Context: an optimization exercise on an open-source flow, tuned for small area. The choices shown serve that exercise and are no tape-out recipe.
Where RTL was checked, it was by simulation tests only, not by an equivalence proof against the original.
Only the layout flow was run in run 7; the RTL was not checked for function there.
No activity file was given, so power comes from the tool's default toggle rates.

$ cat flow/flow/run.sh
#!/bin/bash
# Own layout flow: the standard synthesis, then an area-oriented re-mapping of its
# combinational logic (every register kept as the standard synthesis made it, checked
# equivalent by SAT with the registers cut), then the standard layout with
# single-strength port buffers.
set -euo pipefail
WORK=$PWD
FLOWDIR=$WORK/flow
R=$WORK/orfs/results/$FLOW_PLATFORM/vgacontrol/base
YOSYS=$FLOW_HOME/../tools/install/yosys/bin/yosys
LIB=$FLOW_HOME/platforms/$FLOW_PLATFORM/lib/sky130_fd_sc_hd__tt_025C_1v80.lib

# 1. standard synthesis
bash standard.sh synth > $WORK/1_standard_synth.log 2>&1
cp $R/1_2_yosys.v $WORK/1_2_yosys_standard.v

# 2. re-map the combinational logic for area with a few ABC runs; flip-flops and tie cells
#    stay as they are
DU=$(sed -n '/DONT_USE_CELLS +=/,/^$/p' $FLOW_HOME/platforms/$FLOW_PLATFORM/config.mk | grep -o 'sky130_fd_sc_hd__[a-z0-9_]*' | sed 's/^/-dont_use /' | tr '\n' ' ')
NF="&dch -f; &nf -R 1000"
remap() {  # remap NAME ABC_SCRIPT
  echo "$2" > $WORK/remap_$1.abc
  cat > $WORK/remap_$1.ys <<EOY
read_liberty -ignore_miss_func $LIB
blackbox sky130_fd_sc_hd__df* sky130_fd_sc_hd__edf* sky130_fd_sc_hd__sdf* sky130_fd_sc_hd__conb_1
read_verilog $WORK/1_2_yosys_standard.v
hierarchy -top $FLOW_TOP
flatten
opt_clean
opt -fast
abc -liberty $LIB $DU -script $WORK/remap_$1.abc
opt_clean
setundef -zero
hilomap -singleton -hicell sky130_fd_sc_hd__conb_1 HI -locell sky130_fd_sc_hd__conb_1 LO
splitnets
opt_clean -purge
insbuf -buf sky130_fd_sc_hd__buf_4 A X
tee -o $WORK/remap_$1.stat stat -liberty $LIB
write_verilog -noattr -noexpr -nohex -nodec $WORK/remap_$1.v
EOY
  $YOSYS -q -l $WORK/2_remap_$1.log -s $WORK/remap_$1.ys > /dev/null 2>&1 || return 0
  # equivalence with the standard netlist, registers cut into ports at the same names
  python3 $FLOWDIR/cut.py $WORK/1_2_yosys_standard.v $WORK/eq_gold_$1.v 2>> $WORK/2_eq_$1.log
  python3 $FLOWDIR/cut.py $WORK/remap_$1.v $WORK/eq_gate_$1.v 2>> $WORK/2_eq_$1.log
  if $YOSYS -q -l $WORK/2_eq_$1.log -p "read_liberty -ignore_miss_func $LIB; read_verilog $WORK/eq_gold_$1.v; rename $FLOW_TOP gold; read_verilog $WORK/eq_gate_$1.v; rename $FLOW_TOP gate; flatten; opt_clean; miter -equiv -flatten -make_assert gold gate miter; hierarchy -top miter; sat -verify -prove-asserts miter" > /dev/null 2>&1; then
    awk '/Chip area/ {print $NF}' $WORK/remap_$1.stat > $WORK/remap_$1.area
  fi
  rm -f $WORK/eq_gold_$1.v $WORK/eq_gate_$1.v
}
remap s0 "strash; &get -n; &deepsyn -I 1 -J 20 -S 0; $NF; $NF; &put; topo" &
remap s1 "strash; &get -n; &deepsyn -I 1 -J 20 -S 1; $NF; $NF; &put; topo" &
remap s2 "strash; &get -n; &deepsyn -I 1 -J 20 -S 2; $NF; $NF; &put; topo" &
remap s3 "strash; &get -n; &deepsyn -I 1 -J 20 -S 3; $NF; &st; &deepsyn -I 1 -J 20 -S 3; $NF; $NF; &put; topo" &
wait
BEST=""
for f in $WORK/remap_*.area; do
  [ -s "$f" ] || continue
  a=$(cat $f); n=$(basename $f .area)
  echo "$n $a" >> $WORK/2_remap_choice.log
  if [ -z "$BEST" ] || awk -v a=$a -v b=$BESTA 'BEGIN{exit !(a<b)}'; then BEST=$n; BESTA=$a; fi
done
if [ -n "$BEST" ]; then
  echo "chosen $BEST $BESTA" >> $WORK/2_remap_choice.log
  cp $WORK/$BEST.v $R/1_2_yosys.v
  touch $R/1_2_yosys.v
else
  echo "no re-mapping proved equivalent; standard netlist kept" >> $WORK/2_remap_choice.log
fi

# 3. the standard layout from the chosen netlist, port buffers of the smallest size and
#    a clock tree without dummy balancing loads
export BUFFER_PORTS_ARGS="-buffer_cell sky130_fd_sc_hd__buf_1"
export REMOVE_ABC_BUFFERS=1
export CTS_ARGS="-sink_clustering_enable -repair_clock_nets -sink_clustering_size ${CTS_SIZE:-30} -sink_clustering_max_diameter ${CTS_DIAM:-80} -buf_list sky130_fd_sc_hd__clkbuf_16 -dont_use_dummy_load"
bash standard.sh > $WORK/3_standard_layout.log 2>&1
$ cat flow/flow/cut.py
import re,sys
# replace each flip-flop instance by ports: its Q becomes an input, its D/DE become outputs
src=open(sys.argv[1]).read()
m=re.search(r'module\s+(\w+)\s*\((.*?)\);',src,re.S)
newports=[];decls=[];assigns=[]
def repl(mm):
    cell,name,body=mm.group(1),mm.group(2),mm.group(3)
    pins=dict((p,n.strip()) for p,n in re.findall(r'\.(\w+)\(([^()]*)\)',body))
    key=re.sub(r'[^A-Za-z0-9_]','_',name.strip().lstrip('\\'))
    key=re.sub(r'_(S?DFF|DFFE|SDFFE|SDFFCE)\w*$','',key)
    for p,n in pins.items():
        if p in ('CLK',): continue
        if p in ('Q','Q_N'):
            pn=f'q_{key}_{p}'; newports.append(pn); decls.append(f'input {pn};'); assigns.append(f'assign {n} = {pn} ;')
        else:
            pn=f'o_{key}_{p}'; newports.append(pn); decls.append(f'output {pn};'); assigns.append(f'assign {pn} = {n} ;')
    return ''
body=re.sub(r'(sky130_fd_sc_hd__e?dfx\w+)\s+(\S+)\s*\((.*?)\);',repl,src,flags=re.S)
hdr=m.group(0)
newhdr=hdr[:-2]+(', ' if m.group(2).strip() else '')+', '.join(newports)+');'
body=body.replace(hdr,newhdr+'\n'+'\n'.join(decls),1)
body=body.replace('endmodule','\n'.join(assigns)+'\nendmodule',1)
open(sys.argv[2],'w').write(body)
print(len(newports),'ports added', file=sys.stderr)
$ cat flow/standard.sh
#!/bin/bash
# synth_recipe.tcl (not shown) runs the flow's synth.tcl, then flattens the netlist and writes it again
# the make line also repeats each setting of config.mk as NAME=value (left out here)
make -C /OpenROAD-flow-scripts/flow DESIGN_CONFIG=/design/flow/config.mk WORK_HOME=/design/flow/orfs CLKGATE_MAP_FILE= SYNTH_SCRIPT=/design/flow/synth_recipe.tcl "${@:-finish}"
$ cat flow/config.mk
export PLATFORM = sky130hd
export DESIGN_NAME = vgacontrol
export DESIGN_NICKNAME = vgacontrol
export VERILOG_FILES = /design/flow/design.v
export SDC_FILE = /design/flow/constraint.sdc
export NUM_CORES = 4
export LEC_CHECK = 0
export CAP_MARGIN = 20
export CORE_MARGIN = 2
export CORE_UTILIZATION = 60
export CTS_BUF_LIST = sky130_fd_sc_hd__clkbuf_16
export CTS_CLUSTER_DIAMETER = 80
export CTS_CLUSTER_SIZE = 30
export GPL_TIMING_DRIVEN = 0
export PLACE_DENSITY = 0.75
export SLEW_MARGIN = 20
$ cat flow/constraint.sdc
create_clock -name core_clock -period 10.0 [get_ports {PCLK}]
set_input_delay 2.0000 -clock core_clock [delete_from_list [all_inputs] [get_ports {PCLK}]]
set_output_delay 2.0000 -clock core_clock [all_outputs]
set_load 0.01 [all_outputs]
$ cat flow/design.v
module vgacontrol(
input PCLK,
input PRESERN,
input PSEL,
input PENABLE,
output wire PREADY,
output wire PSLVERR,
input PWRITE,
input [31:0] PADDR,
input wire [31:0] PWDATA,
output reg [31:0] PRDATA,
output HS,
output VS,
output reg vga_R,
output reg vga_G,
output reg vga_B,
input SW,
input SW2,
input SW3
);
assign PSLVERR = 1'b0;
assign PREADY = 1'b1;
reg [31:0] player1, player2, whichplayer;
reg [1:0] wcls;
wire a_hi = (PADDR[11:8] == 4'h1) & (PADDR[7:5] == 3'b000) & (PADDR[1:0] == 2'b00);
wire a100 = a_hi & (PADDR[4:2] == 3'd0);
wire a104 = a_hi & (PADDR[4:2] == 3'd1);
wire a108 = a_hi & (PADDR[4:2] == 3'd2);
wire a10C = a_hi & (PADDR[4:2] == 3'd3);
wire a114 = a_hi & (PADDR[4:2] == 3'd5);
wire a118 = a_hi & (PADDR[4:2] == 3'd6);
wire wr = PSEL & PENABLE & PWRITE;
wire w_hi0 = (PWDATA[31:5] == 27'd0) & (PWDATA[4:2] == 3'd0);
wire [1:0] wcls_new = w_hi0 ? PWDATA[1:0] : 2'd3;
wire db1, db2, db3;
always @(posedge PCLK) begin
    if (!PRESERN) begin
        player1 <= 32'd0;
        player2 <= 32'd0;
        whichplayer <= 32'd0;
        wcls <= 2'd0;
    end else if (wr) begin
        if (a104) player1 <= PWDATA;
        if (a108) player2 <= PWDATA;
        if (a114) whichplayer <= PWDATA;
        if (a118) wcls <= wcls_new;
    end
end
always @(posedge PCLK) begin
    if (!PRESERN)
        PRDATA <= 32'd0;
    else if (a100)
        PRDATA <= {31'd0, db1};
    else if (a104)
        PRDATA <= player1;
    else if (a108)
        PRDATA <= player2;
    else if (a10C)
        PRDATA <= {31'd0, db2};
    else if (a114)
        PRDATA <= whichplayer;
    else if (a118)
        PRDATA <= {31'd0, db3};
end
debounce d1(PCLK, PRESERN, SW, db1);
debounce d2(PCLK, PRESERN, SW2, db2);
debounce d3(PCLK, PRESERN, SW3, db3);
reg [4:0] q5;
reg [6:0] cxh;
wire [9:0] CounterX = {cxh, q5[4:2]};
reg [8:0] CounterY;
wire fl_wrap = (q5 == 5'b00001) & (cxh[4:0] == 5'd0) &
               (((cxh[6:5] == 2'b00) & (CounterY == 9'd0)) |
                ((cxh[6:5] == 2'b10) & (CounterY == 9'd170)) |
                ((cxh[6:5] == 2'b01) & (CounterY == 9'd341)));
reg flash, half, quarter;
always @(posedge PCLK) begin
    if (!PRESERN) begin
        q5 <= 5'd2;
        flash <= 1'b0;
        half <= 1'b0;
        quarter <= 1'b0;
    end else begin
        q5 <= q5 + 5'd1;
        if (fl_wrap) begin
            flash <= ~flash;
            if (!flash) begin
                half <= ~half;
                if (!half) quarter <= ~quarter;
            end
        end
    end
end
wire tick = q5[1] & q5[0];
reg vHS, vVS, inDisplayArea;
wire xmax = (CounterX == 10'h2FF);
always @(posedge PCLK) begin
    if (!PRESERN) begin
        cxh <= 7'd0;
        CounterY <= 9'd0;
        vHS <= 1'b0;
        vVS <= 1'b0;
        inDisplayArea <= 1'b0;
    end else if (tick) begin
        if (q5[4:2] == 3'd7) cxh <= xmax ? 7'd0 : cxh + 7'd1;
        if (xmax) CounterY <= CounterY + 9'd1;
        vHS <= (CounterX[9:4] == 6'h2D);
        vVS <= (CounterY == 9'd500);
        if (!inDisplayArea) inDisplayArea <= xmax && (CounterY < 9'd480);
        else inDisplayArea <= !(CounterX == 10'd639);
    end
end
assign HS = ~vHS;
assign VS = ~vVS;
wire [6:0] X = CounterX[9:3];
wire [5:0] Y = CounterY[8:3];
wire border = (X == 7'd0) | (X == 7'd79) | (X == 7'd39) | (X == 7'd40) | (Y == 6'd0) | (Y == 6'd60);
wire sT = (Y >= 22) & (Y < 24);
wire sB = (Y >= 38) & (Y < 40);
wire sM = (Y >= 30) & (Y < 32);
wire sU = (Y >= 22) & (Y < 32);
wire sL = (Y >= 30) & (Y < 40);
wire sA = (Y >= 22) & (Y < 40);
wire ph = q5[0];
wire we1 = wr & a104;
wire [4:0] p1_next_lo = {5{PRESERN}} & (we1 ? PWDATA[4:0] : player1[4:0]);
wire pw_small = (PWDATA[31:5] == 27'd0);
wire we2 = wr & a108;
wire p1_next_small = ~PRESERN | (we1 ? pw_small : p1_small);
reg p1_small, p2_small;
always @(posedge PCLK) begin
    p1_small <= p1_next_small;
    p2_small <= ~PRESERN | (we2 ? pw_small : p2_small);
end
wire [4:0] k_sel = ph ? player2[4:0] : p1_next_lo;
wire small_sel = ph ? p2_small : p1_next_small;
wire [6:0] sg;
wire tm;
segdec sd(k_sel, small_sel, sg, tm);
wire [3:0] xh = ph ? (X[6:3] - 4'd5) : X[6:3];
wire [6:0] Xs = {xh, X[2:0]};
wire pF = tm ? ((Xs >= 21) & (Xs < 29)) : ((Xs >= 16) & (Xs < 24));
wire pL = tm ? ((Xs >= 21) & (Xs < 23)) : ((Xs >= 16) & (Xs < 18));
wire pR = tm ? ((Xs >= 27) & (Xs < 29)) : ((Xs >= 22) & (Xs < 24));
wire pO = tm & (Xs >= 11) & (Xs < 13);
wire sc = (sT & pF & sg[0]) | (sB & pF & sg[1]) | (sU & pL & sg[2]) | (sL & pL & sg[3]) |
          (sU & pR & sg[4]) | (sL & pR & sg[5]) | (sM & pF & sg[6]) | (sA & pO);
reg sc1_q;
always @(posedge PCLK) sc1_q <= sc;
wire scores = sc1_q | sc;
wire lab_s, lab2;
labels lb(Xs, Y, ph, lab_s);
reg lab1_q;
always @(posedge PCLK) lab1_q <= lab_s;
wire lab1 = lab1_q;
assign lab2 = lab_s;
wire uline = (Y == 6'd12) & (whichplayer[0] ? ((X >= 43) & (X < 78)) : ((X >= 2) & (X < 38)));
wire wtxt, bigP, big1, big2;
winscreen ws(X, Y, wtxt, bigP, big1, big2);
wire win = wtxt & half;
wire pw1 = bigP | big1;
wire pw2 = bigP | big2;
wire wnz = (wcls != 2'd0);
wire wis1 = (wcls == 2'd1);
wire wis2 = (wcls == 2'd2);
wire base = border | scores;
wire R = wnz ? (win | (wis1 ? (pw1 | flash) : (~pw2 & flash))) : (base | lab1);
wire G = wnz ? (win | ((wis1 ? ~pw1 : ~pw2) & half)) : (base | uline);
wire B = wnz ? (win | (wis2 ? (pw2 | quarter) : (~pw1 & quarter))) : (base | lab2);
always @(posedge PCLK) begin
    if (!PRESERN) begin
        vga_R <= 1'b0;
        vga_G <= 1'b0;
        vga_B <= 1'b0;
    end else if (tick) begin
        vga_R <= R & inDisplayArea;
        vga_G <= G & inDisplayArea;
        vga_B <= B & inDisplayArea;
    end
end
endmodule
module segdec(input [4:0] k, input nsmall, output [6:0] sg, output tm);
    localparam [31:0] M1 = 32'h004FB7ED;
    localparam [31:0] M2 = 32'h0035B56D;
    localparam [31:0] M3 = 32'h005FCF73;
    localparam [31:0] M4 = 32'h005F1D47;
    localparam [31:0] M5 = 32'h0068779D;
    localparam [31:0] M6 = 32'h0070E7F9;
    localparam [31:0] M7 = 32'h000CF37C;
    assign tm = nsmall & (k >= 5'd10) & (k <= 5'd15);
    assign sg = {7{nsmall}} & {M7[k], M6[k], M5[k], M4[k], M3[k], M2[k], M1[k]};
endmodule
module labels(input [6:0] X, input [5:0] Y, input two, output lab_o);
    wire T = (Y == 6'd2);
    wire M = (Y == 6'd6);
    wire B = (Y == 6'd10);
    wire U = (Y >= 2) & (Y <= 6);
    wire L = (Y >= 6) & (Y <= 10);
    function f4(input [6:0] X, input [6:0] x0); f4 = (X >= x0) & (X < x0 + 7'd4); endfunction
    function c1(input [6:0] X, input [6:0] x0); c1 = (X == x0); endfunction
    function lab(input [6:0] X, input T, input M, input B, input U, input L, input [6:0] x, input two);
        reg top, bot, mid, lt, lb, rt, rb;
        begin
            top = f4(X, x) | (two & f4(X, x+5)) | f4(X, x+12) | f4(X, x+17) | f4(X, x+22) | f4(X, x+27) | f4(X, x+32);
            bot = (two & f4(X, x+5)) | f4(X, x+12) | f4(X, x+17) | f4(X, x+22) | f4(X, x+32);
            mid = f4(X, x) | (two & f4(X, x+5)) | f4(X, x+12) | f4(X, x+32);
            lt = c1(X, x) | (~two & c1(X, x+5)) | c1(X, x+12) | c1(X, x+17) | c1(X, x+22) | c1(X, x+27) | c1(X, x+32);
            lb = c1(X, x) | c1(X, x+5) | c1(X, x+17) | c1(X, x+22) | c1(X, x+27) | c1(X, x+32);
            rt = c1(X, x+3) | (two & c1(X, x+8)) | c1(X, x+25);
            rb = c1(X, x+15) | c1(X, x+25);
            lab = (T & top) | (B & bot) | (M & mid) | (U & lt) | (L & lb) | (U & rt) | (L & rb);
        end
    endfunction
    assign lab_o = lab(X, T, M, B, U, L, 7'd2, two);
endmodule
module winscreen(input [6:0] X, input [5:0] Y, output wtxt, output bigP, output big1, output big2);
    function rng(input [6:0] v, input [6:0] lo, input [6:0] hi); rng = (v >= lo) & (v < hi); endfunction
    wire T = (Y >= 40) & (Y < 42);
    wire B = (Y >= 56) & (Y < 58);
    wire M = (Y >= 48) & (Y < 50);
    wire U = (Y >= 40) & (Y < 50);
    wire L = (Y >= 48) & (Y < 58);
    wire top = rng(X, 36, 44) | rng(X, 46, 54) | rng(X, 56, 64) | rng(X, 66, 74);
    wire bot = rng(X, 10, 18) | rng(X, 17, 25) | rng(X, 56, 64);
    wire mid = rng(X, 56, 64);
    wire lt = rng(X, 10, 12) | rng(X, 30, 32) | rng(X, 36, 38) | rng(X, 46, 48) | rng(X, 56, 58) | rng(X, 66, 68);
    wire lb = lt;
    wire rt = rng(X, 23, 25) | rng(X, 42, 44) | rng(X, 52, 54);
    wire rb = rng(X, 16, 18) | rng(X, 23, 25) | rng(X, 42, 44) | rng(X, 52, 54);
    assign wtxt = (T & top) | (B & bot) | (M & mid) | (U & lt) | (L & lb) | (U & rt) | (L & rb);
    wire PT = (Y >= 2) & (Y < 6);
    wire PB = (Y >= 34) & (Y < 38);
    wire PM = (Y >= 18) & (Y < 22);
    wire PU = (Y >= 2) & (Y < 22);
    wire PL = (Y >= 18) & (Y < 38);
    assign bigP = ((PT | PM) & rng(X, 22, 38)) | ((PU | PL) & rng(X, 22, 26)) | (PU & rng(X, 34, 38));
    assign big1 = (PU | PL) & rng(X, 46, 50);
    assign big2 = ((PT | PM | PB) & rng(X, 46, 62)) | (PL & rng(X, 46, 50)) | (PU & rng(X, 58, 62));
endmodule
module debounce(input clk, input rst, input PB_in, output reg PB_out);
    reg [16:0] cnt;
    reg [1:0] sync;
    always @(posedge clk)
        sync <= {sync[0], ~PB_in};
    wire idle = (PB_out == sync[1]);
    wire term = (cnt == 17'h0AA01);
    wire clear = !rst | idle | term;
    always @(posedge clk) begin
        cnt <= clear ? 17'd0 : {~cnt[15:0], cnt[16] ^ cnt[13]};
        if (!rst)
            PB_out <= 1'b0;
        else if (term)
            PB_out <= sync[1];
    end
endmodule
==> results of run 1 <==
==> where the power goes <==
group / internal [mW] / leakage, nW / switching, mW / total [mW]
logic: 0.0214 / 1.63 / 0.0388 / 0.0602
registers: 0.907 / 1.82 / 0.0107 / 0.917
clock network: 0.216 / 0.148 / 0.266 / 0.483
==> area by class of cell <==
class                      count  area share
tap                          180      0.0236
timing repair buffer         110      0.0630
clock buffer                  12      0.0315
multi-input combinational    630       0.402
inverter                      23     0.00906
sequential                   224       0.471
==> layer usage <==
| metal | routed length (um) | track usage | up-vias |
|---|---|---|---|
| li1 | - | - | 3565 |
| met1 | 9640 | 0.399 | 3466 |
| met2 | 9320 | 0.419 | 283 |
| met3 | 1320 | 0.0302 | 29 |
| met4 | 357 | 0.0653 | 0 |
| met5 | 0 | 0 | - |
==> registers in the layout (all words and copies together) (netlist names), 5 cells and up <==
| name | count |
|---|---|
| player1 | 32 |
| d1.cnt | 17 |
| d2.cnt | 17 |
| PRDATA | 32 |
| q5 | 5 |
| CounterY | 9 |
| d3.cnt | 17 |
| cxh | 7 |
| player2 | 32 |
| whichplayer | 32 |
==> through the flow <==
stage / setup slack, ns / hold WS [ns] / total power [mW] / area [um^2]
after global routing: 3.24 / 0.337 / 1.51 / 9530
after floorplan: 1.90 / 0.310 / 0.962 / 8340
after detailed placement: 3.31 / 0.315 / 0.997 / 9230
after global placement: -2.54 / 0.310 / 0.990 / 8890
after CTS: 3.76 / 0.334 / 1.47 / 9530
final: 3.73 / 0.335 / 1.46 / 9530
==> worst paths after layout <==
path	start	end	slack [ns]	cells after the start
setup / recovery	PADDR[5]	vga_G$_SDFFE_PN0P_	3.73	23
hold / removal	d3.sync[0]$_DFF_P_	d3.sync[1]$_DFF_P_	0.33	0
setup reg to reg	q5[0]$_SDFF_PN0_	vga_G$_SDFFE_PN0P_	6.23	13
hold reg to reg	d3.sync[0]$_DFF_P_	d3.sync[1]$_DFF_P_	0.33	0
==> flow_summary.yaml, run 1 <==
outcome:
  status: "timing/DRC/antenna clean"
setup_path:
  timing.critical_path.buf_inv: 4
  worst_setup_path_end_kind: "flip-flop"
  critical_path.startpoint_type: "primary input"
  kind_of_critical_path: "primary input to flip-flop"
  critical-path-max-stage-delay_ns: 0.38
  cpMostUsedCell: "o21ai_0"
  path_cells: "buf_1, nor3_1, nand4b_1, or3_1, nand2b_1, nor3_2, buf_4, nor2b_4, buf_16, a22oi_1, o21ai_0, and2_0, nor2_1, o21ai_0, o2111ai_1, a22oi_1, o21ai_0, a21oi_1, a31oi_1, clkinv_1, nor3_1, o21ai_0, a22o_1"
  timing.critical_path.required_ns: 10.35
  critical-path-slowest-cell: "or3_1"
  crit_path_dat_ns: 6.63
  timing.critical_path.fanout_max: 19
  crit_family: "simple AND/OR/NAND/NOR gates"
sta:
  timing.max_slew.rel_slack: 0.322
  slew_viol_final: 0
  fin_crit_ns: 6.27
  timing_hold_violations_final: 0
  max_slew.worst_pin.slew_ns: 1.02
  fmaxAchievable_mhz: 159
  worst_clock_skew_ns: 0.0435
  setup-tns-final_ns: 0
  rsz0062_at_grt: "no"
  setup_viol: 0
  finalCritPeriodShare: 0.627
route:
  average_vias_per_placed_instance: 6.23
  dr.pass1.iters: 7
  remaining_drcs: 0
  via_count: 7343
  drtIter0Drc: 755
  drt_wl_total_mm: 20.6
  detail-route-antenna-nets: 0
  post_drt_wl_per_cell_um: 17.5
cts:
  insertion_delay_ns: 0.48
  h-tree-depth: 1
  holdBufCountCts: 0
  post_cts.repair.setup_buffers: 0
  total_clock_buffers_created_by_cts: 12
  cts_tree: "done"
  cts_root_buf: "clkbuf_16"
  clock_sink_count: 224
  post_cts_resized: 0
  cts.clk_slew.worst_paths_ns: 0.08
  clock_tree_buf_depth: 3
yosys:
  postSynthAreaPerCell_um2: 9.44
  yosysWarnings: 4
  netlist_area_before_placement_um2: 8580
  netlist_instances: 909
grt:
  grt_start_max_net_pins: 44
  grt_overflow_total: 0
  grt_usage: 0.268
  grt_pass1_vias: 6602
  grt_pass1_wl_mm: 33.2
  antenna_violations_before_repair: 0
place:
  detailed_place_hpwl_mm: 14.4
  gpl.final_weighted_congestion: 0.980
  place.port_buffers: 88
  dp.cells: 1167
layout:
  flow.area_growth_from_synthesis_pct: 11.1
  multi_input_area_um2: 3830
  filler_cell_count: 1158
  antenna_diode_count: 0
  post_route_cells_drive_above_1_share: 0.0450
  finalCoreUtilization: 0.684
  final_common_cell: "dfxtp_1"
  seqCellArea_um2: 4480
  nNetsFinal: 1073
  final-instance-count-excl-fill: 1179
  final_cell_mix: "dfxtp_1, nand2_1, nor2_1, a22o_1, buf_1"
floorplanning:
  die_w_um: 124
  die_h_um: 124
  floorplan.die_area_um2: 15300
  rows: 43
  core_area_um2: 13900
  num_io_pins: 111
  floorplan.initialDensity: 0.616
power_and_ir_drop:
  static-leakage-power_nw: 3.60
  power_density_nw_per_um2: 153
  ir_worst_vdd_v: 0.000148
flow_run:
  cap_violations: 0
hold_path:
  worst_hold_path_type: "flip-flop to flip-flop"
==> run 2: changes to the inputs <==
--- a/flow/flow/run.sh
+++ b/flow/flow/run.sh
@@ -72,3 +72,2 @@
 export BUFFER_PORTS_ARGS="-buffer_cell sky130_fd_sc_hd__buf_1"
-export REMOVE_ABC_BUFFERS=1
 export CTS_ARGS="-sink_clustering_enable -repair_clock_nets -sink_clustering_size ${CTS_SIZE:-30} -sink_clustering_max_diameter ${CTS_DIAM:-80} -buf_list sky130_fd_sc_hd__clkbuf_16 -dont_use_dummy_load"
--- a/flow/config.mk
+++ b/flow/config.mk
@@ -13,3 +13,2 @@
 export CTS_CLUSTER_SIZE = 30
-export GPL_TIMING_DRIVEN = 0
 export PLACE_DENSITY = 0.75
==> run 2 against run 1 <==
  * Largest power group unchanged
  * Critical endpoint unchanged
  * Wire length down 3.2%
  * Global-route usage fell by 1.1 points
  * Non-clock buffer count down 11
  * Sequential cell count unchanged
  * Synthesized cell count did not move
==> flow_summary.yaml, run 2 <==
outcome:
  status: "timing/DRC/antenna clean"
setup_path:
  cpMostUsedCell: "o21ai_0"
  critical_path.reg2reg.startpoint: "q5[0]$_SDFF_PN0_"
  r2r_cells: 14
  crit_family: "simple AND/OR/NAND/NOR gates"
  cp_num_cells: 23
  timing.critical_path.fanout_max: 34
  timing.critical_path.required_ns: 10.33
  critical-path-max-stage-delay_ns: 0.38
  worstReg2RegEnd: "vga_G$_SDFFE_PN0P_"
  critical_path.startpoint_type: "primary input"
  critical-path-slowest-cell: "buf_4"
  timing_endpoint_of_the_critical_path: "vga_G$_SDFFE_PN0P_"
  crit_path_dat_ns: 6.85
  setup.worst_path.start: "PADDR[5]"
  worst_setup_path_end_kind: "flip-flop"
  path_cells: "buf_1, nor3_1, nand4b_1, or3_1, nand2b_1, nor3_2, buf_4, nor2b_2, buf_4, a22oi_1, o21ai_0, and2_0, nor2_1, o21ai_0, o2111ai_1, a22oi_1, o21ai_0, a21oi_1, a31oi_1, clkinv_1, nor3_1, o21ai_0, a22o_1"
  timing.critical_path.buf_inv: 4
  rrSetupSlack_ns: 6.72
  kind_of_critical_path: "primary input to flip-flop"
floorplanning:
  floorplan.die_area_um2: 15300
  core_area_um2: 13900
  die_w_um: 124
  die_h_um: 124
  rows: 43
  num_io_pins: 111
  floorplan.initialDensity: 0.616
sta:
  setup-tns-final_ns: 0
  worst_clock_skew_ns: 0.0521
  fin_crit_ns: 6.52
  timing_hold_violations_final: 0
  setup_ws_ns: 3.48
  rsz0062_at_grt: "no"
  finalCritPeriodShare: 0.652
  slew_viol_final: 0
  timing.max_slew.rel_slack: 0.441
  fmaxAchievable_mhz: 153
  setup_viol: 0
  max_slew.worst_pin.slew_ns: 0.836
place:
  dpl_worst_slack_ns: 3.12
  detailed_place_hpwl_mm: 13.1
  gpl.final_weighted_congestion: 0.967
  place.port_buffers: 88
route:
  dr.pass1.iters: 5
  detail-route-antenna-nets: 0
  average_vias_per_placed_instance: 6.20
  post_drt_wl_per_cell_um: 17.1
  drtIter0Drc: 574
  drt_wl_total_mm: 20.0
  remaining_drcs: 0
  via_count: 7246
grt:
  grt_overflow_total: 0
  grt_usage: 0.258
  grt_pass1_wl_mm: 31.9
  antenna_violations_before_repair: 0
  grt_start_max_net_pins: 44
  grt_pass1_vias: 6502
cts:
  post_cts.repair.setup_buffers: 0
  clock_tree_buf_depth: 3
  cts_tree: "done"
  insertion_delay_ns: 0.48
  total_clock_buffers_created_by_cts: 12
  holdBufCountCts: 0
  h-tree-depth: 1
  post_cts_resized: 0
  cts.clk_slew.worst_paths_ns: 0.10
  clock_sink_count: 224
  cts_root_buf: "clkbuf_16"
power_and_ir_drop:
  power_density_nw_per_um2: 156
  ir_worst_vdd_v: 0.000136
  static-leakage-power_nw: 3.48
layout:
  final_common_cell: "dfxtp_1"
  nNetsFinal: 1062
  flow.area_growth_from_synthesis_pct: 8.65
  antenna_diode_count: 0
  post_route_cells_drive_above_1_share: 0.0334
  filler_cell_count: 1238
  final_cell_mix: "dfxtp_1, nand2_1, nor2_1, a22o_1, buf_1"
  seqCellArea_um2: 4480
  multi_input_area_um2: 3810
yosys:
  yosysWarnings: 4
  netlist_area_before_placement_um2: 8580
  postSynthAreaPerCell_um2: 9.44
  netlist_instances: 909
flow_run:
  cap_violations: 0
hold_path:
  worst_hold_path_type: "flip-flop to flip-flop"
run 2: final cells by class:
type,instances,area share
clock buffer,12,0.0322
inverter,23,0.00926
multi-input combinational,630,0.409
sequential,224,0.481
tap,180,0.0242
timing repair buffer,99,0.0443
run 2: metrics by stage:
step	hold slack [ns]	util	total power [mW]	area, um^2	instances
floorplan	0.310	-	0.962	8580	909
global placement	0.313	0.647	0.992	9020	1156
detailed placement	0.315	0.647	0.993	9020	1156
CTS	0.340	0.669	1.47	9320	1168
global route	0.343	0.669	1.51	9320	1168
finish	0.337	0.669	1.46	9320	1168
run 2: worst min-delay path by stage:
| stage | slack (ns) | startpoint | depth (start not counted) | to |
|---|---|---|---|---|
| after floorplan | 0.31 | d1.sync[0]$_DFF_P_ | 0 | d1.sync[1]$_DFF_P_ |
| after detailed placement | 0.31 | d3.sync[0]$_DFF_P_ | 0 | d3.sync[1]$_DFF_P_ |
| final | 0.34 | d3.sync[0]$_DFF_P_ | 0 | d3.sync[1]$_DFF_P_ |
| after global placement | 0.31 | d2.sync[0]$_DFF_P_ | 0 | d2.sync[1]$_DFF_P_ |
| after global routing | 0.34 | d3.sync[0]$_DFF_P_ | 0 | d3.sync[1]$_DFF_P_ |
| after CTS | 0.34 | d3.sync[0]$_DFF_P_ | 0 | d3.sync[1]$_DFF_P_ |
run 2: power breakdown:
group / leakage [nW] / internal [mW] / total [mW] / switching, mW
Combinational: 1.52 / 0.0179 / 0.0569 / 0.0390
Sequential: 1.82 / 0.907 / 0.915 / 0.00869
Clock: 0.148 / 0.217 / 0.486 / 0.270
Total: 3.48 / 1.14 / 1.46 / 0.317
run 2: per-layer routing:
metal	vias to the layer above	track usage	routed length [um]
met2	249	0.419	9020
li1	3540	-	-
met1	3414	0.356	9310
met5	-	0	0
met3	43	0.0298	1120
met4	0	0.0930	544
==> run 3: changes to the inputs <==
--- a/flow/flow/run.sh
+++ b/flow/flow/run.sh
@@ -72,3 +72,3 @@
 export BUFFER_PORTS_ARGS="-buffer_cell sky130_fd_sc_hd__buf_1"
-export CTS_ARGS="-sink_clustering_enable -repair_clock_nets -sink_clustering_size ${CTS_SIZE:-30} -sink_clustering_max_diameter ${CTS_DIAM:-80} -buf_list sky130_fd_sc_hd__clkbuf_16 -dont_use_dummy_load"
+export CTS_ARGS="-sink_clustering_enable -repair_clock_nets -sink_clustering_size ${CTS_SIZE:-30} -sink_clustering_max_diameter ${CTS_DIAM:-120} -buf_list sky130_fd_sc_hd__clkbuf_16 -dont_use_dummy_load"
 bash standard.sh > $WORK/3_standard_layout.log 2>&1
==> run 3 against run 2 <==
  * Final area shrank 0.27%
  * Synthesized cell count is the same
  * Utilization decreased by 0.18 points
  * Clock skew down 0.0064 ns
  * Die area unchanged
  * Final cell count is essentially flat
  * Critical endpoint unchanged
  * Largest cell class unchanged
==> flow_summary.yaml, run 3 <==
cts:
  cts.clk_slew.worst_paths_ns: 0.11
  clock_tree_buf_depth: 3
  h-tree-depth: 1
  insertion_delay_ns: 0.46
  holdBufCountCts: 0
  cts_tree: "done"
  post_cts_resized: 0
  clock_sink_count: 224
  post_cts.repair.setup_buffers: 0
  cts_root_buf: "clkbuf_16"
  total_clock_buffers_created_by_cts: 11
grt:
  antenna_violations_before_repair: 0
  grt_overflow_total: 0
  grt_start_max_net_pins: 44
  grt_pass1_vias: 6482
  grt_usage: 0.255
  grt_pass1_wl_mm: 31.7
layout:
  nNetsFinal: 1061
  antenna_diode_count: 0
  finalCoreUtilization: 0.667
  final_common_cell: "dfxtp_1"
  flow.area_growth_from_synthesis_pct: 8.36
  final_cell_mix: "dfxtp_1, nand2_1, nor2_1, a22o_1, buf_1"
  post_route_cells_drive_above_1_share: 0.0324
floorplanning:
  floorplan.initialDensity: 0.616
  rows: 43
  die_w_um: 124
  core_area_um2: 13900
  die_h_um: 124
  num_io_pins: 111
  floorplan.die_area_um2: 15300
setup_path:
  r2r_cells: 14
  worst_setup_path_end_kind: "flip-flop"
  kind_of_critical_path: "primary input to flip-flop"
  timing.critical_path.required_ns: 10.36
  worstReg2RegEnd: "vga_G$_SDFFE_PN0P_"
  critical_path.startpoint_type: "primary input"
  timing_endpoint_of_the_critical_path: "vga_G$_SDFFE_PN0P_"
  setup.worst_path.start: "PADDR[5]"
  critical_path.reg2reg.startpoint: "q5[0]$_SDFF_PN0_"
  timing.critical_path.fanout_max: 34
  crit_path_dat_ns: 6.88
  rrSetupSlack_ns: 6.70
sta:
  setup_viol: 0
  slew_viol_final: 0
  final.hold.worst_slack_ns: 0.304
  timing.max_slew.rel_slack: 0.431
  max_slew.worst_pin.slew_ns: 0.851
  worst_clock_skew_ns: 0.0457
  fmaxAchievable_mhz: 153
  timing_hold_violations_final: 0
  fin_crit_ns: 6.52
  finalCritPeriodShare: 0.652
  rsz0062_at_grt: "no"
  setup-tns-final_ns: 0
yosys:
  postSynthAreaPerCell_um2: 9.44
  netlist_area_before_placement_um2: 8580
  yosysWarnings: 4
  netlist_instances: 909
power_and_ir_drop:
  p_comb_frac: 0.040
  p_clk_frac: 0.321
  p_int_mw: 1.12
  power.switching_mw: 0.309
  p_sw_frac: 0.216
  power_density_nw_per_um2: 154
  power.sequential.fraction: 0.639
  static-leakage-power_nw: 3.47
  ir_worst_vdd_v: 0.000178
route:
  via_count: 7212
  drt_wl_total_mm: 19.9
  post_drt_wl_per_cell_um: 17.1
  remaining_drcs: 0
  drtIter0Drc: 590
  detail-route-antenna-nets: 0
  dr.pass1.iters: 6
  average_vias_per_placed_instance: 6.18
hold_path:
  timing.hold.worst_path_depth: 0
  worst_hold_path_type: "flip-flop to flip-flop"
  min_from: "d2.sync[0]$_DFF_P_"
flow_run:
  cap_violations: 0
place:
  gpl.final_weighted_congestion: 0.967
  detailed_place_hpwl_mm: 13.1
  place.port_buffers: 88
outcome:
  status: "timing/DRC/antenna clean"
## run 3: final cells by class
| type | instances | area [um^2] |
|---|---|---|
| clock buffer | 11 | 275 |
| timing repair buffer | 99 | 413 |
| inverter | 23 | 86.3 |
| fill | 1240 | 4640 |
| sequential | 224 | 4480 |
| tap | 180 | 225 |
| multi-input combinational | 630 | 3810 |
## run 3: worst max-delay path, stage by stage
cell	delay, ns
buf_1	0.08
nor3_1	0.23
nand4b_1	0.11
or3_1	0.37
nand2b_1	0.24
nor3_2	0.17
buf_4	0.38
nor2b_2	0.22
buf_4	0.27
a22oi_1	0.27
o21ai_0	0.29
and2_0	0.31
nor2_1	0.18
o21ai_0	0.11
o2111ai_1	0.20
a22oi_1	0.09
o21ai_0	0.19
a21oi_1	0.10
a31oi_1	0.16
clkinv_1	0.11
nor3_1	0.33
o21ai_0	0.23
a22o_1	0.23
## run 3: worst min path at each step
| stage | to | slack (ns) |
|---|---|---|
| 2_1_floorplan | d1.sync[1]$_DFF_P_ | 0.31 |
| 3_3_place_gp | d2.sync[1]$_DFF_P_ | 0.31 |
| 3_5_place_dp | d3.sync[1]$_DFF_P_ | 0.31 |
| 4_1_cts | d2.sync[1]$_DFF_P_ | 0.30 |
| 5_1_grt | d2.sync[1]$_DFF_P_ | 0.30 |
| 6_report | d2.sync[1]$_DFF_P_ | 0.30 |
## run 3: per-layer routing
| layer | routed length (um) | vias up | share of wire | GRT usage |
|---|---|---|---|---|
| li1 | - | 3537 | - | - |
| met1 | 9290 | 3411 | 0.47 | 0.354 |
| met2 | 9030 | 229 | 0.45 | 0.422 |
| met3 | 1070 | 35 | 0.054 | 0.0247 |
| met4 | 504 | 0 | 0.025 | 0.0817 |
| met5 | 0 | - | 0 | 0 |
## run 3: per-stage QoR
stage	area, um^2	power, mW	setup WS [ns]	cells
after global placement	9020	0.992	3.10	1156
after global routing	9300	1.48	3.00	1167
after detailed placement	9020	0.993	3.12	1156
final	9300	1.43	3.48	1167
after floorplan	8580	0.962	1.90	909
after CTS	9300	1.44	3.58	1167
## run 3: power groups by stage
stage	registers, mW	clock network [mW]	logic, mW
2_1_floorplan	0.935	0	0.0269
6_report	0.916	0.460	0.0571
5_1_grt	0.918	0.498	0.0633
3_5_place_dp	0.936	0	0.0569
3_3_place_gp	0.936	0	0.0561
4_1_cts	0.916	0.471	0.0572
==> run 4: changes to the inputs <==
--- a/flow/flow/run.sh
+++ b/flow/flow/run.sh
@@ -72,3 +72,3 @@
 export BUFFER_PORTS_ARGS="-buffer_cell sky130_fd_sc_hd__buf_1"
-export CTS_ARGS="-sink_clustering_enable -repair_clock_nets -sink_clustering_size ${CTS_SIZE:-30} -sink_clustering_max_diameter ${CTS_DIAM:-120} -buf_list sky130_fd_sc_hd__clkbuf_16 -dont_use_dummy_load"
+export CTS_ARGS="-sink_clustering_enable -repair_clock_nets -sink_clustering_size ${CTS_SIZE:-30} -sink_clustering_max_diameter ${CTS_DIAM:-80} -buf_list {sky130_fd_sc_hd__clkbuf_8 sky130_fd_sc_hd__clkbuf_16} -root_buf sky130_fd_sc_hd__clkbuf_8 -dont_use_dummy_load"
 bash standard.sh > $WORK/3_standard_layout.log 2>&1
==> run 4 against run 3 <==
  * Clock power down 0.9%
  * Final area is essentially flat
  * Critical path depth did not move
  * Worst hold slack improved by 0.033 ns
  * Highest routed layer unchanged
  * Largest power group unchanged
  * Wire length grew 0.51%
  * Clock-buffer cell count is 1 higher
  * Power decreased by 0.34%
  * Still clean
  * Synthesized cell count did not move
  * Area after synthesis unchanged
  * First-iteration DRC count rose by 0.17%
  * Sequential share of layout area barely moved
  * Via count rose by 0.25%
==> flow_summary.yaml, run 4 <==
outcome:
  status: "timing/DRC/antenna clean"
route:
  remaining_drcs: 0
  detail-route-antenna-nets: 0
  average_vias_per_placed_instance: 6.19
  drt_wl_total_mm: 20.0
  dr.pass1.iters: 5
  via_count: 7230
  drtIter0Drc: 591
  post_drt_wl_per_cell_um: 17.1
cts:
  cts_tree: "done"
  post_cts_resized: 0
  post_cts.repair.setup_buffers: 0
  h-tree-depth: 1
  holdBufCountCts: 0
  insertion_delay_ns: 0.52
  cts_root_buf: "clkbuf_8"
  clock_tree_buf_depth: 3
  cts.clk_slew.worst_paths_ns: 0.10
  total_clock_buffers_created_by_cts: 12
  clock_sink_count: 224
setup_path:
  timing.critical_path.buf_inv: 4
  timing.critical_path.required_ns: 10.35
  critical_path.reg2reg.startpoint: "q5[0]$_SDFF_PN0_"
  kind_of_critical_path: "primary input to flip-flop"
  path_cells: "buf_1, nor3_1, nand4b_1, or3_1, nand2b_1, nor3_2, buf_4, nor2b_2, buf_4, a22oi_1, o21ai_0, and2_0, nor2_1, o21ai_0, o2111ai_1, a22oi_1, o21ai_0, a21oi_1, a31oi_1, clkinv_1, nor3_1, o21ai_0, a22o_1"
  critical-path-slowest-cell: "buf_4"
  crit_family: "simple AND/OR/NAND/NOR gates"
  setup.worst_path.start: "PADDR[5]"
  timing.critical_path.fanout_max: 34
  timing_endpoint_of_the_critical_path: "vga_G$_SDFFE_PN0P_"
  crit_path_dat_ns: 6.90
  critical_path.startpoint_type: "primary input"
  cp_num_cells: 23
  worst_setup_path_end_kind: "flip-flop"
  worstReg2RegEnd: "vga_G$_SDFFE_PN0P_"
  rrSetupSlack_ns: 6.68
  cpMostUsedCell: "o21ai_0"
  r2r_cells: 14
  critical-path-max-stage-delay_ns: 0.39
sta:
  worst_clock_skew_ns: 0.0663
  rsz0062_at_grt: "no"
  fmaxAchievable_mhz: 153
  timing.max_slew.rel_slack: 0.443
  final.hold.worst_slack_ns: 0.337
  fin_crit_ns: 6.55
  finalCritPeriodShare: 0.655
  setup_ws_ns: 3.45
  slew_viol_final: 0
  setup-tns-final_ns: 0
  setup_viol: 0
  timing_hold_violations_final: 0
  max_slew.worst_pin.slew_ns: 0.833
grt:
  grt_overflow_total: 0
  antenna_violations_before_repair: 0
  grt_start_max_net_pins: 44
  grt_pass1_wl_mm: 31.9
  grt_usage: 0.258
  grt_pass1_vias: 6497
layout:
  final_cell_area_um2: 9290
  post_route_cells_drive_above_1_share: 0.0334
  nNetsFinal: 1062
  antenna_diode_count: 0
  final_common_cell: "dfxtp_1"
  final_cell_mix: "dfxtp_1, nand2_1, nor2_1, a22o_1, buf_1"
  final-instance-count-excl-fill: 1168
  flow.area_growth_from_synthesis_pct: 8.25
  finalCoreUtilization: 0.667
floorplanning:
  die_h_um: 124
  num_io_pins: 111
  floorplan.die_area_um2: 15300
  core_area_um2: 13900
  die_w_um: 124
  rows: 43
  floorplan.initialDensity: 0.616
hold_path:
  worst_hold_path_type: "flip-flop to flip-flop"
yosys:
  yosysWarnings: 4
  netlist_area_before_placement_um2: 8580
  postSynthAreaPerCell_um2: 9.44
  netlist_instances: 909
power_and_ir_drop:
  report.power.total_mw: 1.43
  static-leakage-power_nw: 3.47
  power_density_nw_per_um2: 154
  ir_worst_vdd_v: 0.000136
flow_run:
  cap_violations: 0
place:
  dpl_worst_slack_ns: 3.12
  detailed_place_hpwl_mm: 13.1
  dp.cells: 1156
  postPlaceCellArea_um2: 9020
  place.port_buffers: 88
  gpl.final_weighted_congestion: 0.967
==> run 4: final cells by class <==
class,instances,area [um^2]
flip-flops and latches,224,4480
fillers,1237,4650
inverters,23,86.3
multi-input cells,630,3810
well taps,180,225
clock buffers,12,267
repair buffers,99,413
==> run 4: power breakdown <==
part / internal (mW) / total [mW] / switching [mW]
clock network: 0.189 / 0.456 / 0.266
logic: 0.0179 / 0.0570 / 0.0391
registers: 0.907 / 0.915 / 0.00871
==> run 4: how the worst min path moves through the flow <==
stage | startpoint | to | slack, ns | cells past startpoint
final | d3.sync[0]$_DFF_P_ | d3.sync[1]$_DFF_P_ | 0.34 | 0
after global routing | d3.sync[0]$_DFF_P_ | d3.sync[1]$_DFF_P_ | 0.34 | 0
after CTS | d3.sync[0]$_DFF_P_ | d3.sync[1]$_DFF_P_ | 0.34 | 0
after detailed placement | d3.sync[0]$_DFF_P_ | d3.sync[1]$_DFF_P_ | 0.31 | 0
after global placement | d2.sync[0]$_DFF_P_ | d2.sync[1]$_DFF_P_ | 0.31 | 0
after floorplan | d1.sync[0]$_DFF_P_ | d1.sync[1]$_DFF_P_ | 0.31 | 0
==> run 4: per-layer routing <==
layer  share of wire  track usage
met5               0            0
met4           0.025       0.0909
met3           0.058       0.0307
met2            0.45        0.418
met1            0.47        0.356
==> run 5: changes to the inputs <==
--- a/flow/flow/run.sh
+++ b/flow/flow/run.sh
@@ -52,3 +52,8 @@
 remap s2 "strash; &get -n; &deepsyn -I 1 -J 20 -S 2; $NF; $NF; &put; topo" &
-remap s3 "strash; &get -n; &deepsyn -I 1 -J 20 -S 3; $NF; &st; &deepsyn -I 1 -J 20 -S 3; $NF; $NF; &put; topo" &
+remap s3 "strash; &get -n; &deepsyn -I 1 -J 40 -S 0; $NF; $NF; $NF; &put; topo" &
+wait
+remap s4 "strash; &get -n; &deepsyn -I 1 -J 20 -S 4; $NF; $NF; &put; topo" &
+remap s5 "strash; &get -n; &deepsyn -I 1 -J 20 -S 5; $NF; $NF; &put; topo" &
+remap s6 "strash; &get -n; &deepsyn -T 90 -S 0; $NF; $NF; &put; topo" &
+remap s7 "strash; &get -n; &deepsyn -I 1 -J 20 -S 3; $NF; &st; &deepsyn -I 1 -J 20 -S 3; $NF; $NF; &put; topo" &
 wait
@@ -72,3 +77,3 @@
 export BUFFER_PORTS_ARGS="-buffer_cell sky130_fd_sc_hd__buf_1"
-export CTS_ARGS="-sink_clustering_enable -repair_clock_nets -sink_clustering_size ${CTS_SIZE:-30} -sink_clustering_max_diameter ${CTS_DIAM:-80} -buf_list {sky130_fd_sc_hd__clkbuf_8 sky130_fd_sc_hd__clkbuf_16} -root_buf sky130_fd_sc_hd__clkbuf_8 -dont_use_dummy_load"
+export CTS_ARGS="-sink_clustering_enable -repair_clock_nets -sink_clustering_size ${CTS_SIZE:-30} -sink_clustering_max_diameter ${CTS_DIAM:-120} -buf_list sky130_fd_sc_hd__clkbuf_16 -dont_use_dummy_load"
 bash standard.sh > $WORK/3_standard_layout.log 2>&1
--- a/flow/config.mk
+++ b/flow/config.mk
@@ -11,3 +11,3 @@
 export CTS_BUF_LIST = sky130_fd_sc_hd__clkbuf_16
-export CTS_CLUSTER_DIAMETER = 80
+export CTS_CLUSTER_DIAMETER = 120
 export CTS_CLUSTER_SIZE = 30
==> run 5 against run 4 <==
  * Final cell count decreased by 1.0%
  * Sequential cell count unchanged
  * Register-to-register slack improved by 0.03 ns
  * Sequential share of layout area increased by 0.30 points
  * Non-clock buffer count increased by 2
  * Clock skew decreased by 0.024 ns
  * Via count about the same
  * Critical endpoint unchanged
  * Sequential power about the same
  * Global-route usage increased by 0.51 points
  * Area after synthesis decreased by 0.92%
==> flow_summary.yaml, run 5 <==
cts:
  clock_tree_buf_depth: 3
  cts_root_buf: "clkbuf_16"
  post_cts_resized: 0
  cts_tree: "done"
  cts.clk_slew.worst_paths_ns: 0.11
  clock_sink_count: 224
  post_cts.repair.setup_buffers: 0
  holdBufCountCts: 0
  total_clock_buffers_created_by_cts: 11
  insertion_delay_ns: 0.46
  h-tree-depth: 1
sta:
  timing.max_slew.rel_slack: 0.394
  final.hold.worst_slack_ns: 0.290
  setup_viol: 0
  fin_crit_ns: 6.76
  timing_hold_violations_final: 0
  slew_viol_final: 0
  max_slew.worst_pin.slew_ns: 0.899
  fmaxAchievable_mhz: 148
  worst_clock_skew_ns: 0.0427
  rsz0062_at_grt: "no"
  setup-tns-final_ns: 0
  finalCritPeriodShare: 0.676
layout:
  antenna_diode_count: 0
  nNetsFinal: 1050
  final-instance-count-excl-fill: 1156
  flow.area_growth_from_synthesis_pct: 8.58
  post_route_cells_drive_above_1_share: 0.0359
  final_common_cell: "dfxtp_1"
  final_cell_mix: "dfxtp_1, nor2_1, nand2_1"
route:
  average_vias_per_placed_instance: 6.26
  via_count: 7231
  remaining_drcs: 0
  drtIter0Drc: 673
  dr.pass1.iters: 5
  post_drt_wl_per_cell_um: 17.2
  drt_wl_total_mm: 19.9
  detail-route-antenna-nets: 0
setup_path:
  timing.critical_path.required_ns: 10.36
  critical_path.startpoint_type: "primary input"
  critical-path-max-stage-delay_ns: 0.55
  timing.critical_path.fanout_max: 35
  crit_path_dat_ns: 7.12
  path_cells: "buf_1, nor4b_1, nand2_1, nor4_1, nand2_1, nor4_2, buf_4, nor2_2, buf_4, a22oi_1, nor2_1, a21oi_1, nand2_1, o311ai_0, a31oi_1, o221ai_1, nand3_1, a41oi_1, nand3_1, a41oi_1, o21ai_0"
  kind_of_critical_path: "primary input to flip-flop"
  critical-path-slowest-cell: "nor4_1"
  cpMostUsedCell: "nand2_1"
  worst_setup_path_end_kind: "flip-flop"
grt:
  antenna_violations_before_repair: 0
  grt_start_max_net_pins: 36
  grt_pass1_vias: 6473
  grt_overflow_total: 0
  grt_pass1_wl_mm: 32.5
  grt_usage: 0.263
floorplanning:
  floorplan.die_area_um2: 15100
  rows: 43
  die_w_um: 123
  floorplan.initialDensity: 0.612
  die_h_um: 123
  core_area_um2: 13900
  num_io_pins: 111
power_and_ir_drop:
  ir_worst_vdd_v: 0.000160
  power_density_nw_per_um2: 156
  static-leakage-power_nw: 3.47
place:
  detailed_place_hpwl_mm: 12.9
  dp.cells: 1145
  gpl.final_weighted_congestion: 0.962
  place.port_buffers: 88
yosys:
  yosysWarnings: 4
  netlist_area_before_placement_um2: 8500
  netlist_instances: 896
  postSynthAreaPerCell_um2: 9.49
flow_run:
  cap_violations: 0
outcome:
  status: "timing/DRC/antenna clean"
hold_path:
  worst_hold_path_type: "flip-flop to flip-flop"
-- run 5: where the power goes --
group | internal (mW) | switching [mW]
combinational | 0.0178 | 0.0392
sequential | 0.907 | 0.00866
clock | 0.199 | 0.264
total | 1.12 | 0.312
-- run 5: per-stage QoR --
stage	area, um^2	power (mW)	worst slack (ns)	utilization
after CTS	9230	1.45	3.33	0.665
after detailed placement	8950	0.992	2.88	0.645
after floorplan	8500	0.962	0.991	-
after global routing	9230	1.49	2.73	0.665
after global placement	8950	0.991	2.95	0.645
final	9230	1.44	3.24	0.665
-- run 5: layout make-up --
cell class | instances | area, um^2
multi-input combinational | 614 | 3720
clock buffer | 11 | 275
inverter | 26 | 97.6
timing repair buffer | 101 | 428
tap | 180 | 225
fill | 1216 | 4650
sequential | 224 | 4480
-- run 5: critical path, delay by kind of cell --
kind            cells  cell delay [ns]
buf+inv             3             0.77
compound gates      8             2.09
simple gates       10             2.24
-- run 5: final timing paths --
path                       from                        to  slack [ns]  cells after the start
min reg2reg  d2.sync[0]$_DFF_P_        d2.sync[1]$_DFF_P_        0.29                      0
max reg2reg    q5[0]$_SDFF_PN0_  CounterY[8]$_SDFFE_PN0P_        6.71                     12
min          d2.sync[0]$_DFF_P_        d2.sync[1]$_DFF_P_        0.29                      0
max                   PADDR[10]        vga_G$_SDFFE_PN0P_        3.24                     21
-- run 5: layer usage --
layer / global-route usage / routed length (um)
met5: 0 / 0
met4: 0.0455 / 245
met3: 0.0355 / 1400
met2: 0.410 / 8860
met1: 0.395 / 9400
==> run 6: changes to the inputs <==
--- a/flow/config.mk
+++ b/flow/config.mk
@@ -7,3 +7,3 @@
 export LEC_CHECK = 0
-export CAP_MARGIN = 20
+export CAP_MARGIN = 0
 export CORE_MARGIN = 2
@@ -14,2 +14,2 @@
 export PLACE_DENSITY = 0.75
-export SLEW_MARGIN = 20
+export SLEW_MARGIN = 0
==> run 6 against run 5 <==
  * Utilization unchanged
  * Wire length unchanged
  * Final area unchanged
  * Final cell count unchanged
  * Register-to-register slack about the same
  * Clock skew unchanged
  * Sequential share of layout area unchanged
  * Critical path depth unchanged
  * Area after synthesis unchanged
  * Die area unchanged
==> flow_summary.yaml, run 6 <==
setup_path:
  r2r_cells: 12
  worst_setup_path_end_kind: "flip-flop"
  critical_path.startpoint_type: "primary input"
  crit_path_dat_ns: 7.12
  timing.critical_path.required_ns: 10.36
  kind_of_critical_path: "primary input to flip-flop"
  timing.critical_path.fanout_max: 35
sta:
  fin_crit_ns: 6.76
  timing_hold_violations_final: 0
  fmaxAchievable_mhz: 148
  finalCritPeriodShare: 0.676
  slew_viol_final: 0
  setup-tns-final_ns: 0
  rsz0062_at_grt: "no"
  timing.max_slew.rel_slack: 0.394
  worst_clock_skew_ns: 0.0427
  setup_viol: 0
  max_slew.worst_pin.slew_ns: 0.899
power_and_ir_drop:
  static-leakage-power_nw: 3.47
  ir_worst_vdd_v: 0.000160
  power_density_nw_per_um2: 156
yosys:
  netlist_area_before_placement_um2: 8500
  netlist_instances: 896
  yosysWarnings: 4
  postSynthAreaPerCell_um2: 9.49
place:
  place.port_buffers: 88
  gpl.final_weighted_congestion: 0.962
  dp.cells: 1145
  detailed_place_hpwl_mm: 12.9
layout:
  post_route_cells_drive_above_1_share: 0.0359
  final_common_cell: "dfxtp_1"
  nNetsFinal: 1050
  final_cell_mix: "dfxtp_1, nor2_1, nand2_1"
  antenna_diode_count: 0
  finalCoreUtilization: 0.665
  flow.area_growth_from_synthesis_pct: 8.58
  final-instance-count-excl-fill: 1156
floorplanning:
  rows: 43
  die_h_um: 123
  floorplan.die_area_um2: 15100
  die_w_um: 123
  num_io_pins: 111
  core_area_um2: 13900
  floorplan.initialDensity: 0.612
cts:
  cts_root_buf: "clkbuf_16"
  clock_tree_buf_depth: 3
  post_cts_resized: 0
  total_clock_buffers_created_by_cts: 11
  post_cts.repair.setup_buffers: 0
  holdBufCountCts: 0
  h-tree-depth: 1
  insertion_delay_ns: 0.46
  cts.clk_slew.worst_paths_ns: 0.11
  clock_sink_count: 224
  cts_tree: "done"
route:
  drt_wl_total_mm: 19.9
  average_vias_per_placed_instance: 6.26
  via_count: 7231
  detail-route-antenna-nets: 0
  remaining_drcs: 0
  dr.pass1.iters: 5
  drtIter0Drc: 673
  post_drt_wl_per_cell_um: 17.2
outcome:
  status: "timing/DRC/antenna clean"
flow_run:
  cap_violations: 0
grt:
  grt_pass1_wl_mm: 32.5
  grt_start_max_net_pins: 36
  antenna_violations_before_repair: 0
  grt_usage: 0.263
  grt_pass1_vias: 6473
  grt_overflow_total: 0
hold_path:
  timing.hold.worst_path_depth: 0
  worst_hold_path_type: "flip-flop to flip-flop"
run 6: power by group:
group	switching, mW	internal (mW)	leakage, nW
Combinational	0.0392	0.0178	1.51
Sequential	0.00866	0.907	1.82
Clock	0.264	0.199	0.136
run 6: metrics by stage:
stage	cell area [um^2]	setup WS [ns]	hold slack, ns	total power, mW
after floorplan	8500	0.991	0.310	0.962
after global routing	9230	2.73	0.285	1.49
after detailed placement	8950	2.88	0.314	0.992
final	9230	3.24	0.290	1.44
after global placement	8950	2.95	0.311	0.991
after CTS	9230	3.33	0.294	1.45
run 6: final timing paths:
check	to	startpoint	slack (ns)
worst max-delay path	vga_G$_SDFFE_PN0P_	PADDR[10]	3.24
worst min-delay path	d2.sync[1]$_DFF_P_	d2.sync[0]$_DFF_P_	0.29
worst max register to register	CounterY[8]$_SDFFE_PN0P_	q5[0]$_SDFF_PN0_	6.71
worst min register to register	d2.sync[1]$_DFF_P_	d2.sync[0]$_DFF_P_	0.29
run 6: critical path, stage by stage:
cell and delay [ns]:
buf_1 0.07, nor4b_1 0.29, nand2_1 0.09, nor4_1 0.55, nand2_1 0.41, nor4_2 0.32
buf_4 0.44, nor2_2 0.07, buf_4 0.26, a22oi_1 0.24, nor2_1 0.06, a21oi_1 0.45
nand2_1 0.16, o311ai_0 0.44, a31oi_1 0.08, o221ai_1 0.22, nand3_1 0.09, a41oi_1 0.32
nand3_1 0.20, a41oi_1 0.25, o21ai_0 0.09
run 6: metal layers:
metal	global-route usage	vias to the layer above	share of wire
li1	-	3481	-
met1	0.395	3476	0.47
met2	0.410	254	0.45
met3	0.0355	20	0.070
met4	0.0455	0	0.012
met5	0	-	0
run 6: final cells by class:
class	instances	area, um^2
fillers	1216	4650
clock buffers	11	275
multi-input cells	614	3720
flip-flops and latches	224	4480
repair buffers	101	428
inverters	26	97.6
well taps	180	225
==> run 7: changes to the inputs <==
--- a/flow/design.v
+++ b/flow/design.v
@@ -94,3 +94,4 @@
 wire tick = q5[1] & q5[0];
-reg vHS, vVS, inDisplayArea;
+reg vHS, vVS;
+wire inDisplayArea = ~(cxh[6] & (cxh[5] | cxh[4])) & (CounterY != 9'd0) & (CounterY <= 9'd480);
 wire xmax = (CounterX == 10'h2FF);
@@ -102,3 +103,2 @@
         vVS <= 1'b0;
-        inDisplayArea <= 1'b0;
     end else if (tick) begin
@@ -108,4 +108,2 @@
         vVS <= (CounterY == 9'd500);
-        if (!inDisplayArea) inDisplayArea <= xmax && (CounterY < 9'd480);
-        else inDisplayArea <= !(CounterX == 10'd639);
     end
--- a/flow/flow/run.sh
+++ b/flow/flow/run.sh
@@ -77,3 +77,3 @@
 export BUFFER_PORTS_ARGS="-buffer_cell sky130_fd_sc_hd__buf_1"
-export CTS_ARGS="-sink_clustering_enable -repair_clock_nets -sink_clustering_size ${CTS_SIZE:-30} -sink_clustering_max_diameter ${CTS_DIAM:-120} -buf_list sky130_fd_sc_hd__clkbuf_16 -dont_use_dummy_load"
+export CTS_ARGS="-sink_clustering_enable -repair_clock_nets -sink_clustering_size ${CTS_SIZE:-30} -sink_clustering_max_diameter ${CTS_DIAM:-120} -buf_list {sky130_fd_sc_hd__clkbuf_4 sky130_fd_sc_hd__clkbuf_16} -root_buf sky130_fd_sc_hd__clkbuf_4 -dont_use_dummy_load"
 bash standard.sh > $WORK/3_standard_layout.log 2>&1
--- a/flow/config.mk
+++ b/flow/config.mk
@@ -7,3 +7,3 @@
 export LEC_CHECK = 0
-export CAP_MARGIN = 0
+export CAP_MARGIN = 20
 export CORE_MARGIN = 2
@@ -14,2 +14,2 @@
 export PLACE_DENSITY = 0.75
-export SLEW_MARGIN = 0
+export SLEW_MARGIN = 20
==> run 7 against run 6 <==
  * Still clean
  * Global-route usage is 2.3 points higher
  * Register-to-register slack got worse by 0.50 ns
  * Combinational power grew 0.9%
  * Wire length rose by 10%
  * Highest routed layer unchanged
  * Clock skew grew 0.019 ns
  * Worst hold slack improved by 0.049 ns
==> flow_summary.yaml, run 7 <==
sta:
  setup_ws_ns: 3.42
  fmaxAchievable_mhz: 152
  worst_clock_skew_ns: 0.0622
  timing_hold_violations_final: 0
  fin_crit_ns: 6.58
  max_slew.worst_pin.slew_ns: 0.992
  rsz0062_at_grt: "no"
  setup_viol: 0
  setup-tns-final_ns: 0
  slew_viol_final: 0
  timing.max_slew.rel_slack: 0.337
  final.hold.worst_slack_ns: 0.340
  finalCritPeriodShare: 0.658
floorplanning:
  rows: 43
  num_io_pins: 111
  core_area_um2: 13900
  die_w_um: 123
  die_h_um: 123
  floorplan.initialDensity: 0.614
  floorplan.die_area_um2: 15200
yosys:
  yosysWarnings: 4
  netlist_area_before_placement_um2: 8520
  postSynthAreaPerCell_um2: 9.59
  netlist_instances: 889
power_and_ir_drop:
  static-leakage-power_nw: 3.41
  power_density_nw_per_um2: 150
  ir_worst_vdd_v: 0.000115
cts:
  post_cts_resized: 0
  h-tree-depth: 1
  cts.clk_slew.worst_paths_ns: 0.11
  insertion_delay_ns: 0.58
  clock_tree_buf_depth: 3
  total_clock_buffers_created_by_cts: 11
  cts_root_buf: "clkbuf_4"
  holdBufCountCts: 0
  clock_sink_count: 223
  post_cts.repair.setup_buffers: 0
  cts_tree: "done"
hold_path:
  timing.hold.worst_path_depth: 0
  worstHoldEndpoint: "d2.sync[1]$_DFF_P_"
  worst_hold_path_type: "flip-flop to flip-flop"
  min_from: "d2.sync[0]$_DFF_P_"
outcome:
  status: "timing/DRC/antenna clean"
grt:
  grt_pass1_vias: 6988
  antenna_violations_before_repair: 0
  grt_overflow_total: 0
  grt_start_max_net_pins: 35
  grt_usage: 0.285
  grt_pass1_wl_mm: 34.8
setup_path:
  timing.critical_path.fanout_max: 33
  worst_setup_path_end_kind: "flip-flop"
  r2r_cells: 13
  worstReg2RegEnd: "vga_G$_SDFFE_PN0P_"
  timing.critical_path.required_ns: 10.48
  critical_path.startpoint_type: "primary input"
  critical_path.reg2reg.startpoint: "q5[0]$_SDFF_PN0_"
  crit_path_dat_ns: 7.07
  rrSetupSlack_ns: 6.21
  kind_of_critical_path: "primary input to flip-flop"
layout:
  antenna_diode_count: 0
  post_route_cells_drive_above_1_share: 0.0321
  flow.area_growth_from_synthesis_pct: 7.84
  nNetsFinal: 1039
  filler_cell_count: 1132
  final_common_cell: "dfxtp_1"
  finalCoreUtilization: 0.662
  final_cell_mix: "dfxtp_1, nor2_1, a22o_1"
  final-instance-count-excl-fill: 1145
place:
  gpl.final_weighted_congestion: 0.926
  detailed_place_hpwl_mm: 14.4
  place.port_buffers: 88
  dp.cells: 1134
  dpl_worst_slack_ns: 2.89
route:
  detail-route-antenna-nets: 0
  drt_wl_total_mm: 21.9
  remaining_drcs: 0
  drtIter0Drc: 739
  average_vias_per_placed_instance: 6.45
  via_count: 7384
  post_drt_wl_per_cell_um: 19.2
  dr.pass1.iters: 5
flow_run:
  cap_violations: 0
-- run 7: area by class of cell --
class,count,area (um^2),share of cell area
Timing Repair Buffer,97,398,0.0433
Tap cell,180,225,0.0245
Multi-Input combinational cell,613,3800,0.414
Inverter,21,78.8,0.00858
Clock buffer,11,223,0.0242
Sequential cell,223,4460,0.486
-- run 7: worst max-delay path, cell delays in order --
cell,delay [ns]
buf_1,0.18
nand2b_1,0.18
or2_0,0.40
nor3_2,0.16
nor2_4,0.78
a22oi_1,0.20
o21ai_0,0.83
nor3_1,0.21
nor3_1,0.25
o32a_1,0.17
o21ai_0,0.08
a22oi_1,0.19
o22ai_1,0.09
a21oi_1,0.20
a211oi_1,0.10
or4_1,0.58
a41o_1,0.25
a32o_1,0.21
-- run 7: worst max-delay path by stage --
stage,start,end,slack [ns]
after CTS,PADDR[3],vga_G$_SDFFE_PN0P_,3.50
after global placement,PRESERN,vga_G$_SDFFE_PN0P_,2.90
final,PADDR[3],vga_G$_SDFFE_PN0P_,3.42
after floorplan,PRESERN,vga_G$_SDFFE_PN0P_,1.61
after global routing,PADDR[3],vga_G$_SDFFE_PN0P_,2.93
after detailed placement,PADDR[3],vga_G$_SDFFE_PN0P_,2.89
-- run 7: per-stage QoR --
step                instance area, um^2  power, mW
detailed placement                 8970      0.988
CTS                                9190       1.39
global placement                   8970      0.986
finish                             9190       1.38
floorplan                          8520      0.957
global route                       9190       1.43
-- run 7: where the power goes --
group          total (mW)  switching, mW  internal [mW]  leakage, nW
Combinational      0.0576         0.0406         0.0170         1.49
Clock               0.411          0.253          0.158        0.112
Sequential          0.912        0.00898          0.903         1.81
Total                1.38          0.303           1.08         3.41
-- run 7: layer usage --
layer,vias up,track usage,part of all wire,wire (um)
li1,3469,-,-,-
met1,3557,0.405,0.45,9760
met2,321,0.456,0.46,10100
met3,37,0.0355,0.077,1700
met4,0,0.0852,0.018,385
met5,-,0,0,0

port drivers added, routing unchanged:
Ports are ideal in the flow. The routed layouts listed here were re-timed in OpenROAD. Step 1, drivers: a clkbuf_16 drives PCLK and a buf_2 each remaining input, both assumed. Step 2 moves the port delays by t, midway between the first and last clock arrival at a register: inputs arrive t later, outputs are due t later. That takes back most of the time a late clock gives input paths. a / b / c = no drivers / after step 1 / after step 2; a / b = the first two.
run | t, ns | setup slack, ns | hold slack, ns | worst slew at a driven data input, ns | cell pins on the clock port's net
run 1 | 0.498 | 3.729 / 3.753 / 3.255 | 0.335 / 0.335 / 0.335 | 0.06 | 1
run 2 | 0.502 | 3.478 / 3.502 / 3.000 | 0.337 / 0.337 / 0.337 | 0.06 | 1
run 3 | 0.485 | 3.480 / 3.504 / 3.019 | 0.304 / 0.304 / 0.304 | 0.06 | 1
run 4 | 0.528 | 3.455 / 3.471 / 2.944 | 0.337 / 0.337 / 0.337 | 0.06 | 1
run 5 | 0.482 | 3.235 / 3.254 / 2.773 | 0.290 / 0.290 / 0.290 | 0.06 | 1
run 6 | 0.482 | 3.235 / 3.254 / 2.773 | 0.290 / 0.290 / 0.290 | 0.06 | 1
run 7 | 0.578 | 3.415 / 3.406 / 2.828 | 0.340 / 0.340 / 0.340 | 0.06 | 1
After both steps every run listed still meets setup and hold. The setup slack of run 7, which loses most, moves by -0.009 ns with the drivers and by -0.587 ns with both steps.
